Source: an optimization exercise on an open RTL-to-GDS flow (aim: small area). Production flows keep margins and buffers that such runs may drop. The RTL was checked by simulation tests, not by an equivalence proof against the original design. Power is estimated from default activity; no workload was simulated.

==> flow/design.v (excerpt) <==
module bdm(
	input clk,
	input rst,
	input bkgd_in,
	output bkgd_out,
	output bkgd_is_high_z,
	output mcu_pwr,
	output mcu_vpp,
	input do_read,
	input do_write,
	input do_start_mcu,
	input do_stop_mcu,
	input do_delay,
	input do_echo_test,
	input do_enable_vpp,
	input do_disable_vpp,
	input do_echo_sync_value,
	input do_resync,
	input [7:0] data_in,
	output [7:0] data_out,
	output ready,
	output reg valid,
	output [3:0] debug
);
For scale: roughly 650 cells after synthesis, about 93 flip-flops, ~39 I/O pins, about 5000 um2 of cells after synthesis.
clock: 5.0 ns
lec_check: 0
cap_margin: 20
core_margin: 2
core_utilization: 40
cts_buf_list: sky130_fd_sc_hd__clkbuf_8
slew_margin: 20
standard.sh (not shown) runs the stock make flow with config.mk's settings and CLKGATE_MAP_FILE= SYNTH_SCRIPT=/design/flow/synth_recipe.tcl, a recipe that flattens the netlist after the stock synthesis.
==> flow/flow/run.sh <==
#!/bin/bash
# Own layout flow: the standard flow (standard.sh) with two changes.
# 1. Synthesis: ABC maps the combinational logic with an area-oriented script
#    (abc_area.script) in place of ORFS's delay-oriented abc_speed.script; the
#    script copy below differs from ORFS's scripts in that one file only.
#    Everything before ABC (registers, their names and cells) is unchanged.
# 2. Placement: the port buffers that buffer_ports adds are buf_1 cells.
# Every other step is the standard flow's. Each tool's output goes to a log
# here (run_synth.log, run_layout.log) and under orfs/logs/.
set -euo pipefail
W=$(pwd)
S="$W/orfs_scripts_area"
rm -rf "$S"
cp -r "$FLOW_HOME/scripts" "$S"
cp "$W/flow/abc_area.script" "$S/abc_speed.script"
bash "$W/standard.sh" SCRIPTS_DIR="$S" synth > "$W/run_synth.log" 2>&1
bash "$W/standard.sh" BUFFER_PORTS_ARGS="-buffer_cell sky130_fd_sc_hd__buf_1" finish > "$W/run_layout.log" 2>&1
==> flow/flow/abc_area.script <==
strash
&get -n
&deepsyn -T 60
&put
dch -f
amap
The first run completed with no timing, DRC or antenna violations.
Rerun with:
--- a/flow/flow/run.sh
+++ b/flow/flow/run.sh
@@ -15,3 +15,3 @@
 cp "$W/flow/abc_area.script" "$S/abc_speed.script"
 bash "$W/standard.sh" SCRIPTS_DIR="$S" synth > "$W/run_synth.log" 2>&1
-bash "$W/standard.sh" BUFFER_PORTS_ARGS="-buffer_cell sky130_fd_sc_hd__buf_1" finish > "$W/run_layout.log" 2>&1
+bash "$W/standard.sh" BUFFER_PORTS_ARGS="-buffer_cell sky130_fd_sc_hd__buf_1" CTS_ARGS="-sink_clustering_enable -repair_clock_nets -buf_list sky130_fd_sc_hd__clkbuf_8 -dont_use_dummy_load" finish > "$W/run_layout.log" 2>&1
==> flow/flow/abc_area.script (replaced) <==
strash
&get -n
&deepsyn -J 200 -T 250
&put
dch -f
amap
What happened:
- cell area shrinks by 1.4%
- via count hardly moves
- synthesized area does not change
- die area stays the same
- first-iteration DRC count grows by 6.0%
- global-route usage hardly moves
Rerun with:
--- a/flow/flow/run.sh
+++ b/flow/flow/run.sh
@@ -15,3 +15,3 @@
 cp "$W/flow/abc_area.script" "$S/abc_speed.script"
 bash "$W/standard.sh" SCRIPTS_DIR="$S" synth > "$W/run_synth.log" 2>&1
-bash "$W/standard.sh" BUFFER_PORTS_ARGS="-buffer_cell sky130_fd_sc_hd__buf_1" CTS_ARGS="-sink_clustering_enable -repair_clock_nets -buf_list sky130_fd_sc_hd__clkbuf_8 -dont_use_dummy_load" finish > "$W/run_layout.log" 2>&1
+bash "$W/standard.sh" BUFFER_PORTS_ARGS="-buffer_cell sky130_fd_sc_hd__buf_1" finish > "$W/run_layout.log" 2>&1
--- a/flow/config.mk
+++ b/flow/config.mk
@@ -8,5 +8,6 @@
 export CAP_MARGIN = 20
 export CORE_MARGIN = 2
-export CORE_UTILIZATION = 40
+export CORE_UTILIZATION = 65
 export CTS_BUF_LIST = sky130_fd_sc_hd__clkbuf_8
+export PLACE_DENSITY = 0.75
 export SLEW_MARGIN = 20
=> The new run went through all stages and came out clean; via count rose by a few percent; count of clock-buffer cells in the layout is unchanged; cell count fell by a few percent; synthesized cell count does not change; core utilization rose by 27 points; power rose by a little under a tenth; first-iteration DRC count fell by a few percent; sequential cell count does not change; global-route usage rose by 11 points; critical path depth does not change.
Rerun with:
==> flow/config.mk (replaced) <==
export PLATFORM = sky130hd
export DESIGN_NAME = bdm
export DESIGN_NICKNAME = bdm
export VERILOG_FILES = /design/flow/design.v
export SDC_FILE = /design/flow/constraint.sdc
export NUM_CORES = 4
export LEC_CHECK = 0
export CAP_MARGIN = 0
export CORE_MARGIN = 2
export CORE_UTILIZATION = 40
export CTS_BUF_LIST = sky130_fd_sc_hd__clkbuf_8
export SLEW_MARGIN = 0
Result: First-iteration DRC count came out lower by 2.2%. Die area came out higher by 59%. Sequential power is about the same. Combinational power came out lower by about 0.7%. Worst setup slack is better by 75 ps. Total power came out lower by 1.9%. Utilization came out lower by 26 points. Register-to-register slack is better by 70 ps. Sequential cell count stays the same. Clock power came out lower by 6.3%. Via count came out lower by 2.9%.
Rerun with:
--- a/flow/config.mk
+++ b/flow/config.mk
@@ -6,7 +6,9 @@
 export NUM_CORES = 4
 export LEC_CHECK = 0
-export CAP_MARGIN = 0
+export CAP_MARGIN = 20
 export CORE_MARGIN = 2
 export CORE_UTILIZATION = 40
 export CTS_BUF_LIST = sky130_fd_sc_hd__clkbuf_8
-export SLEW_MARGIN = 0
+export CTS_CLUSTER_DIAMETER = 150
+export CTS_CLUSTER_SIZE = 40
+export SLEW_MARGIN = 20
Power stays the same.
Worst setup slack is unchanged.
Cell area does not change.
Wire length stays the same.
Sequential share of layout area does not change.
Sequential power stays flat.
Die area is unchanged.
Count of clock-buffer cells in the layout stays the same.
Register-to-register slack is about the same.
Hold slack does not change.
Sequential cell count stays the same.

==> what the ideal ports hide <==
The results above use ideal ports. As a check the final layouts listed here were re-extracted and re-timed, cells and wires unchanged. Step 1, drivers: a clkbuf_16 drives clk and a buf_2 each remaining input, both assumed. Step 2 moves the port delays by t, midway between the first and last clock arrival at a register: inputs arrive t later, outputs are due t later. That takes back most of the time a late clock gives input paths. a / b / c = ideal / step 1 / step 2; a / b = the first two.
run | t (ns) | setup WS [ns] | worst slew at a driven data input, ns | pins driven straight from the clock port
the first run | 0.408 | 0.800 / 0.765 / 0.557 | 0.03 | 1
the second run | 0.397 | 0.825 / 0.790 / 0.556 | 0.03 | 1
the third run | 0.394 | 0.725 / 0.689 / 0.563 | 0.03 | 1
the fourth run | 0.408 | 0.800 / 0.765 / 0.557 | 0.03 | 1
the fifth run | 0.408 | 0.800 / 0.765 / 0.557 | 0.03 | 1
After both steps setup and hold are still met in every run listed. The setup slack of the second run, which loses most, moves by -0.035 ns with the drivers and by -0.269 ns with both steps.
